From an optimization exercise on the open Yosys and OpenROAD flow, aimed at small area; shortcuts taken in it are not production practice. Only simulation tests tie the RTL to the original design; equivalence was not proved. Power and IR drop assume default switching activity.

Design top_module, start of the top module:
module top_module (
    input         clk, rstn,
    input         pkt_vd,
    input         re0, re1, re2,
    input  [7:0]  din,
    output        vo0, vo1, vo2,
    output        busy, error,
    output [7:0]  dout0, dout1, dout2
);
    wire sr0, sr1, sr2;
    wire parity_done, fifo_full, low_pkt_vd;
    wire fe0, fe1, fe2;
    wire full0, full1, full2;
    wire detect_addr, ld_state, laf_state, write_enb_reg;
    wire lfd_state, rst_int_reg;
    wire [2:0] we;
    wire [7:0] data_out;
    fifo f1 (.clk(clk), .rstn(rstn), .we(we[0]), .re(re0), .soft_rst(sr0),
             .din(data_out), .dout(dout0), .full(full0), .empty(fe0));
    fifo f2 (.clk(clk), .rstn(rstn), .we(we[1]), .re(re1), .soft_rst(sr1),
             .din(data_out), .dout(dout1), .full(full1), .empty(fe1));
    fifo f3 (.clk(clk), .rstn(rstn), .we(we[2]), .re(re2), .soft_rst(sr2),
             .din(data_out), .dout(dout2), .full(full2), .empty(fe2));
    fsm fb (
        .clk(clk), .rstn(rstn), .pkt_vd(pkt_vd), .din(din[1:0]),
        .fifo_full(fifo_full),
        .fifo_empty0(fe0), .fifo_empty1(fe1), .fifo_empty2(fe2),
        .sft_rst(sr0 | sr1 | sr2),
        .parity_done(parity_done), .low_pkt_vd(low_pkt_vd),
        .detect_add(detect_addr), .ld_state(ld_state), .laf_state(laf_state),
        .lfd_state(lfd_state), .write_enb_reg(write_enb_reg),
        .rst_in_reg(rst_int_reg), .busy(busy)
    );
    register r1 (
        .clk(clk), .rstn(rstn), .pkt_vd(pkt_vd), .fifo_full(fifo_full),
        .rst_in_reg(rst_int_reg),
        .detect_addr(detect_addr), .ld_state(ld_state), .laf_state(laf_state),
        .din(din),
        .parity_done(parity_done), .low_pkt_vd(low_pkt_vd), .error(error),
        .dout(data_out)
    );
    synchronizer_block s1 (
        .clk(clk), .rstn(rstn),
        .detect_addr(detect_addr), .write_enb_reg(write_enb_reg),
        .re0(re0), .re1(re1), .re2(re2),
        .e0(fe0), .e1(fe1), .e2(fe2),
        .f0(full0), .f1(full1), .f2(full2),
        .din(din[1:0]),
        .vo0(vo0), .vo1(vo1), .vo2(vo2),
        .sr0(sr0), .sr1(sr1), .sr2(sr2),
  ...
Size in the first run: roughly 1000 cells after synthesis, roughly 480 flip-flops.
export LEC_CHECK = 0
export CAP_MARGIN = 20
export CORE_MARGIN = 2
export CORE_UTILIZATION = 60
export PLACE_DENSITY = 0.8
export SLEW_MARGIN = 20
create_clock -name core_clock -period 5.0 [get_ports {clk}]
standard.sh (not shown) runs the stock make flow with config.mk's settings and CLKGATE_MAP_FILE= SYNTH_SCRIPT=/design/flow/synth_recipe.tcl, a recipe that flattens the netlist after the stock synthesis.
==> flow/flow/run.sh <==
#!/bin/bash
# The standard layout (standard.sh) with three changes:
#  - synthesis maps logic with an area-oriented ABC script (flow/area.abc);
#    the rest of the synthesis script, and so every register, is the standard flow's own;
#  - clock tree: no dummy loads, clkbuf_8 sink clusters;
#  - port buffers use the smallest buffer cell;
#  - no pre-placement timing repair at floorplan (REMOVE_ABC_BUFFERS=1): it
#    upsizes cells against unplaced, unbuffered wire loads.
set -euo pipefail
HERE=$(pwd)
cat flow/abc_override.tcl synth_recipe.tcl > my_synth.tcl
sed "s#SYNTH_SCRIPT=[^ ]*#SYNTH_SCRIPT=$HERE/my_synth.tcl#" standard.sh > my_standard.sh
export MY_ABC_SCRIPT=$HERE/flow/area.abc
export CTS_ARGS="-sink_clustering_enable -repair_clock_nets -buf_list sky130_fd_sc_hd__clkbuf_4 -dont_use_dummy_load -sink_clustering_size 10 -sink_clustering_max_diameter 40"
export REMOVE_ABC_BUFFERS=1
export BUFFER_PORTS_ARGS="-buffer_cell sky130_fd_sc_hd__buf_1"
bash my_standard.sh > standard.log 2>&1
==> flow/flow/abc_override.tcl <==
# Map the combinational logic with an area-oriented ABC script (flow/area.abc)
# instead of ORFS's delay-driven one. Everything else in synthesis is unchanged.
proc abc {args} {
  set i [lsearch -exact $args -script]
  if { $i >= 0 } { set args [lreplace $args $i [expr {$i + 1}] -script $::env(MY_ABC_SCRIPT)] }
  set i [lsearch -exact $args -D]
  if { $i >= 0 } { set args [lreplace $args $i [expr {$i + 1}]] }
  yosys abc {*}$args
}
==> flow/flow/area.abc <==
strash
&get -n
&st
&dch
&nf -a -R 1000 -Q 100 -C 32
&put
mfs2 -a
strash
&get -n
&st
&dch
&nf -a -R 1000 -Q 100 -C 32
&put
Next try:
Settings changed: CORE_UTILIZATION 60 to 75, PLACE_DENSITY 0.8 to 0.9.
Wire length rose by 3.4%; final area falls by 0.71%; die area goes down by 20%; synthesized area is unchanged.


build 95:
The RTL this note starts from:
==> flow/design.v <==
module fifo (
    input            clk,
    input            rstn,
    input            we,
    input            re,
    input            soft_rst,
    input      [7:0] din,
    output reg [7:0] dout,
    output           full,
    output           empty
);
    reg [4:0] last;
    reg [7:0] mem [15:0];
    integer i;
    assign empty = last[4];
    assign full  = (last == 5'd15);
    wire do_wr = we & ~full;
    wire do_rd = re & ~empty;
    always @(posedge clk) begin
        if (!rstn || soft_rst)
            last <= 5'b11111;
        else if (do_wr && !do_rd)
            last <= last + 5'd1;
        else if (do_rd && !do_wr)
            last <= last - 5'd1;
    end
    always @(posedge clk)
        if (do_wr) begin
            mem[0] <= din;
            for (i = 1; i < 16; i = i + 1)
                mem[i] <= mem[i-1];
        end
    always @(posedge clk) begin
        if (!rstn || soft_rst)
            dout <= 8'd0;
        else if (do_rd)
            dout <= mem[last[3:0]];
    end
endmodule
module fsm (
    input        clk, rstn, pkt_vd,
    input        fifo_full,
    input        fifo_empty0, fifo_empty1, fifo_empty2,
    input        sft_rst,
    input        parity_done, low_pkt_vd,
    input  [1:0] din,
    output       detect_add, ld_state, laf_state,
    output       lfd_state, write_enb_reg, rst_in_reg, busy
);
    localparam decode_address     = 3'b000,
               load_first_data    = 3'b001,
               load_data          = 3'b010,
               wait_till_empty    = 3'b011,
               load_parity        = 3'b100,
               check_parity_error = 3'b101,
               fifo_full_state    = 3'b110,
               load_after_full    = 3'b111;
    reg [2:0] pst, nst;
    always @(posedge clk) begin
        if (!rstn || sft_rst)
            pst <= decode_address;
        else
            pst <= nst;
    end
    reg sel_empty;
    always @(*) begin
        case (din)
            2'd0: sel_empty = fifo_empty0;
            2'd1: sel_empty = fifo_empty1;
            default: sel_empty = fifo_empty2;
        endcase
    end
    always @(*) begin
        nst = decode_address;
        case (pst)
            decode_address:
                if (pkt_vd && din != 2'd3)
                    nst = sel_empty ? load_first_data : wait_till_empty;
            load_first_data:
                nst = load_data;
            load_data:
                nst = fifo_full ? fifo_full_state : (pkt_vd ? load_data : load_parity);
            wait_till_empty:
                nst = (fifo_empty0 || fifo_empty1 || fifo_empty2) ? load_first_data : wait_till_empty;
            load_parity:
                nst = check_parity_error;
            check_parity_error:
                nst = fifo_full ? fifo_full_state : decode_address;
            fifo_full_state:
                nst = fifo_full ? fifo_full_state : load_after_full;
            load_after_full:
                nst = parity_done ? decode_address : (low_pkt_vd ? load_parity : load_data);
        endcase
    end
    assign detect_add    = (pst == decode_address);
    assign lfd_state     = (pst == load_first_data);
    assign ld_state      = (pst == load_data);
    assign laf_state     = (pst == load_after_full);
    assign write_enb_reg = (pst == load_data || pst == load_parity || pst == load_after_full);
    assign rst_in_reg    = (pst == check_parity_error);
    assign busy          = !(pst == load_data || pst == decode_address);
endmodule
module register (
    input        clk, rstn, pkt_vd, fifo_full, rst_in_reg,
    input        detect_addr, ld_state, laf_state,
    input  [7:0] din,
    output reg   parity_done, low_pkt_vd, error,
    output reg [7:0] dout
);
    reg [7:0] fifo_full_reg;
    reg [7:0] pkt_parity_reg;
    reg [7:0] itrnl_parity_reg;
    always @(posedge clk) begin
        if (detect_addr || (ld_state && !fifo_full))
            dout <= din;
        else if (laf_state)
            dout <= fifo_full_reg;
    end
    always @(posedge clk) begin
        if (!rstn)
            fifo_full_reg <= 8'b0;
        else if (ld_state && fifo_full)
            fifo_full_reg <= din;
    end
    always @(posedge clk) begin
        if (!rstn)
            pkt_parity_reg <= 8'b0;
        else if (!pkt_vd && ld_state)
            pkt_parity_reg <= din;
    end
    always @(posedge clk) begin
        if (detect_addr)
            itrnl_parity_reg <= din;
        else if (ld_state && pkt_vd)
            itrnl_parity_reg <= itrnl_parity_reg ^ din;
    end
    always @(posedge clk) begin
        if (!rstn)
            error <= 1'b0;
        else if (parity_done)
            error <= (itrnl_parity_reg != pkt_parity_reg);
    end
    always @(posedge clk) begin
        if (!rstn)
            parity_done <= 1'b0;
        else
            parity_done <= !pkt_vd && ((ld_state && !fifo_full) || laf_state);
    end
    always @(posedge clk) begin
        if (!rstn)
            low_pkt_vd <= 1'b0;
        else if (rst_in_reg)
            low_pkt_vd <= 1'b0;
        else if (ld_state && !pkt_vd)
            low_pkt_vd <= 1'b1;
    end
endmodule
module synchronizer_block (
    input        clk, rstn,
    input        detect_addr, write_enb_reg,
    input        re0, re1, re2,
    input        e0, e1, e2,
    input        f0, f1, f2,
    input  [1:0] din,
    output reg   fifo_full,
    output       vo0, vo1, vo2,
    output       sr0, sr1, sr2,
    output reg [2:0] we
);
    reg [1:0] address;
    reg [4:0] count_0, count_1, count_2;
    always @(posedge clk) begin
        if (!rstn)
            address <= 2'b00;
        else if (detect_addr)
            address <= din;
    end
    always @(*) begin
        we = 3'b000;
        if (write_enb_reg)
            case (address)
                2'b00: we = 3'b001;
                2'b01: we = 3'b010;
                2'b10: we = 3'b100;
                default: we = 3'b000;
            endcase
    end
    always @(*) begin
        case (address)
            2'b00: fifo_full = f0;
            2'b01: fifo_full = f1;
            2'b10: fifo_full = f2;
            default: fifo_full = 1'b0;
        endcase
    end
    assign vo0 = ~e0;
    assign vo1 = ~e1;
    assign vo2 = ~e2;
    assign sr0 = (count_0 == 5'b10000);
    assign sr1 = (count_1 == 5'b10000);
    assign sr2 = (count_2 == 5'b10000);
    always @(posedge clk) begin
        if (!rstn || e0 || re0) count_0 <= 5'd0;
        else count_0 <= {count_0[3:0], count_0[4] ^ count_0[1] ^ ~|count_0};
    end
    always @(posedge clk) begin
        if (!rstn || e1 || re1) count_1 <= 5'd0;
        else count_1 <= {count_1[3:0], count_1[4] ^ count_1[1] ^ ~|count_1};
    end
    always @(posedge clk) begin
        if (!rstn || e2 || re2) count_2 <= 5'd0;
        else count_2 <= {count_2[3:0], count_2[4] ^ count_2[1] ^ ~|count_2};
    end
endmodule
module top_module (
    input         clk, rstn,
    input         pkt_vd,
    input         re0, re1, re2,
    input  [7:0]  din,
    output        vo0, vo1, vo2,
    output        busy, error,
    output [7:0]  dout0, dout1, dout2
);
    wire sr0, sr1, sr2;
    wire parity_done, fifo_full, low_pkt_vd;
    wire fe0, fe1, fe2;
    wire full0, full1, full2;
    wire detect_addr, ld_state, laf_state, write_enb_reg;
    wire lfd_state, rst_int_reg;
    wire [2:0] we;
    wire [7:0] data_out;
    fifo f1 (.clk(clk), .rstn(rstn), .we(we[0]), .re(re0), .soft_rst(sr0),
             .din(data_out), .dout(dout0), .full(full0), .empty(fe0));
    fifo f2 (.clk(clk), .rstn(rstn), .we(we[1]), .re(re1), .soft_rst(sr1),
             .din(data_out), .dout(dout1), .full(full1), .empty(fe1));
    fifo f3 (.clk(clk), .rstn(rstn), .we(we[2]), .re(re2), .soft_rst(sr2),
             .din(data_out), .dout(dout2), .full(full2), .empty(fe2));
    fsm fb (
        .clk(clk), .rstn(rstn), .pkt_vd(pkt_vd), .din(din[1:0]),
        .fifo_full(fifo_full),
        .fifo_empty0(fe0), .fifo_empty1(fe1), .fifo_empty2(fe2),
        .sft_rst(sr0 | sr1 | sr2),
        .parity_done(parity_done), .low_pkt_vd(low_pkt_vd),
        .detect_add(detect_addr), .ld_state(ld_state), .laf_state(laf_state),
        .lfd_state(lfd_state), .write_enb_reg(write_enb_reg),
        .rst_in_reg(rst_int_reg), .busy(busy)
    );
    register r1 (
        .clk(clk), .rstn(rstn), .pkt_vd(pkt_vd), .fifo_full(fifo_full),
        .rst_in_reg(rst_int_reg),
        .detect_addr(detect_addr), .ld_state(ld_state), .laf_state(laf_state),
        .din(din),
        .parity_done(parity_done), .low_pkt_vd(low_pkt_vd), .error(error),
        .dout(data_out)
    );
    synchronizer_block s1 (
        .clk(clk), .rstn(rstn),
        .detect_addr(detect_addr), .write_enb_reg(write_enb_reg),
        .re0(re0), .re1(re1), .re2(re2),
        .e0(fe0), .e1(fe1), .e2(fe2),
        .f0(full0), .f1(full1), .f2(full2),
        .din(din[1:0]),
        .vo0(vo0), .vo1(vo1), .vo2(vo2),
        .sr0(sr0), .sr1(sr1), .sr2(sr2),
        .fifo_full(fifo_full), .we(we)
    );
endmodule
export LEC_CHECK = 0
export CAP_MARGIN = 20
export CORE_MARGIN = 2
export CORE_UTILIZATION = 60
export PLACE_DENSITY = 0.8
export SLEW_MARGIN = 20
create_clock -name core_clock -period 5.0 [get_ports {clk}]
==> flow/flow/run.sh <==
#!/bin/bash
# The standard layout (standard.sh), with these changes:
#  - synthesis maps the logic with an area-oriented ABC script (flow/area.abc)
#    and without ORFS's half/full-adder extraction; the rest of the synthesis
#    script is the standard flow's own, so the registers are the standard synthesis's;
#  - no pre-placement timing repair at floorplan (REMOVE_ABC_BUFFERS=1): it
#    upsizes cells against unplaced, unbuffered wire loads;
#  - clock tree: clkbuf_4 sink clusters of up to 10 flops, no dummy loads;
#  - port buffers use the smallest buffer cell (buf_1).
# Each tool's full output goes to ORFS's logs; make's output to standard.log.
set -euo pipefail
HERE=$(pwd)
cat flow/abc_override.tcl synth_recipe.tcl > my_synth.tcl
sed "s#SYNTH_SCRIPT=[^ ]*#SYNTH_SCRIPT=$HERE/my_synth.tcl#" standard.sh > my_standard.sh
export MY_ABC_SCRIPT=$HERE/flow/area.abc
export ADDER_MAP_FILE=
export REMOVE_ABC_BUFFERS=1
export CTS_ARGS="-sink_clustering_enable -repair_clock_nets -buf_list sky130_fd_sc_hd__clkbuf_4 -dont_use_dummy_load -sink_clustering_size 12 -sink_clustering_max_diameter 35"
export BUFFER_PORTS_ARGS="-buffer_cell sky130_fd_sc_hd__buf_1"
bash my_standard.sh > standard.log 2>&1
==> flow/flow/area.abc <==
strash
&get -n
&st
&dch
&nf -a -R 1000 -Q 100 -C 32
&put
mfs2 -a
strash
&get -n
&st
&dch
&nf -a -R 1000 -Q 100 -C 32
&put
mfs2 -a
strash
&get -n
&st
&dch
&nf -a -R 1000 -Q 100 -C 32
&put
Scripts as last shown in full above: flow/flow/abc_override.tcl
Build 95 has completed all stages; timing, DRC and antenna checks passed.
Input-level comparison between build 2 and build 95:
- PLACE_DENSITY: 0.8 -> unset
==> flow/flow/run.sh <==
#!/bin/bash
# The standard layout (standard.sh) with three changes:
#  - synthesis maps logic with an area-oriented ABC script (flow/area.abc);
#    the rest of the synthesis script, and so every register, is the standard flow's own;
#  - clock tree: no dummy loads, clkbuf_8 sink clusters;
#  - port buffers use the smallest buffer cell;
#  - no pre-placement timing repair at floorplan (REMOVE_ABC_BUFFERS=1): it
#    upsizes cells against unplaced, unbuffered wire loads.
set -euo pipefail
HERE=$(pwd)
cat flow/abc_override.tcl synth_recipe.tcl > my_synth.tcl
sed "s#SYNTH_SCRIPT=[^ ]*#SYNTH_SCRIPT=$HERE/my_synth.tcl#" standard.sh > my_standard.sh
export MY_ABC_SCRIPT=$HERE/flow/area.abc
export CTS_ARGS="-sink_clustering_enable -repair_clock_nets -buf_list sky130_fd_sc_hd__clkbuf_4 -dont_use_dummy_load -sink_clustering_size 10 -sink_clustering_max_diameter 40"
export REMOVE_ABC_BUFFERS=1
export BUFFER_PORTS_ARGS="-buffer_cell sky130_fd_sc_hd__buf_1"
bash my_standard.sh > standard.log 2>&1
--- a/flow/flow/area.abc
+++ b/flow/flow/area.abc
@@ -13,8 +13 @@
 &put
-mfs2 -a
-strash
-&get -n
-&st
-&dch
-&nf -a -R 1000 -Q 100 -C 32
-&put
[summary]
The met3 capacity usage during global routing of build 2 falls short of that of build 95 by 0.69 points.
Changes observed in build 2 relative to build 95: width of the die went up by 0.90 µm, utilization +0.70 points.
In the reports for build 95 and build 2, the smaller static power due to leakage belongs to build 95.
Build 2 reached the final stage; the timing, DRC and antenna checks on its layout passed.
Taking build 95 as the reference point, the worst stage delay on the critical path of build 2 rises by 0.17 ns.
> inputs changed (build 2 -> build 91)
- SLEW_MARGIN: 20 -> 0
- CAP_MARGIN: 20 -> 0
- CORE_UTILIZATION: 60 -> 40
--- a/flow/flow/run.sh
+++ b/flow/flow/run.sh
@@ -5,5 +5,3 @@
 #  - clock tree: no dummy loads, clkbuf_8 sink clusters;
-#  - port buffers use the smallest buffer cell;
-#  - no pre-placement timing repair at floorplan (REMOVE_ABC_BUFFERS=1): it
-#    upsizes cells against unplaced, unbuffered wire loads.
+#  - port buffers use the smallest buffer cell.
 set -euo pipefail
@@ -14,3 +12,2 @@
 export CTS_ARGS="-sink_clustering_enable -repair_clock_nets -buf_list sky130_fd_sc_hd__clkbuf_4 -dont_use_dummy_load -sink_clustering_size 10 -sink_clustering_max_diameter 40"
-export REMOVE_ABC_BUFFERS=1
 export BUFFER_PORTS_ARGS="-buffer_cell sky130_fd_sc_hd__buf_1"
==> flow/flow/area.abc <==
strash
&get -n
&st
&dch
&nf -a -R 1000
&put
mfs2 -a
strash
&get -n
&st
&dch
&nf -a -R 1000
&put
==> results.txt <==
Diff build 91 and build 2: design area lower in build 2
When build 91 is set beside build 2, its portion of the layout cell area used by clock cells turns out to be 0.34 points larger.
As far as remaining antenna violation count is concerned, build 2 and build 91 perform about the same.
Final cell count: build 91 vs build 2 up about 16%
Lower total area of multi-input combinational cells among build 91 and build 2: build 2
Register area share after synthesis: build 91 lower than build 2
For build 91, the launch point of the critical path was f3.last[0], unlike build 2, where it was fb.pst[1].
[compare] base=build 2 new=build 91: post-route fraction of the period consumed by the critical path lower, fmax increased about 10%.

-- static timing again, ports no longer ideal --
The flow's constraints put no driver on any port. The routed layouts listed below were extracted and timed again, unchanged, in two steps.
Step 1, drivers: a clkbuf_16 drives clk and a buf_2 each remaining input, both assumed.
Step 2 adds t to the input delays and takes it off the output delays; t is the mean of the earliest and latest rising clock arrival at the registers after step 1. Input paths then give back, and output paths get back, about the clock's delay inside the block.
Three values: ideal ports, drivers, drivers and shift; two values: the first two.
| run | shift t [ns] | setup WS [ns] | worst setup path at the end | worst data-port slew with drivers (ns) | pins driven straight from the clock port |
|---|---|---|---|---|---|
| the first run of note 1 | 0.739 | 1.401 / 1.401 / 1.045 | input to register | 0.05 | 1 |
| the second run of note 1 | 0.751 | 1.110 / 1.110 / 1.110 | register to register | 0.03 | 1 |
| build 95 | 0.733 | 1.586 / 1.586 / 1.586 | register to register | 0.04 | 1 |
| build 2 | 0.747 | 1.602 / 1.602 / 1.483 | input to register | 0.03 | 1 |
| build 91 | 0.764 | 1.917 / 1.917 / 1.276 | input to register | 0.07 | 1 |
After both steps every run listed still meets setup and hold. For build 91, which loses most, drivers alone change the setup slack by 0.000 ns; drivers and shift together by -0.641 ns.
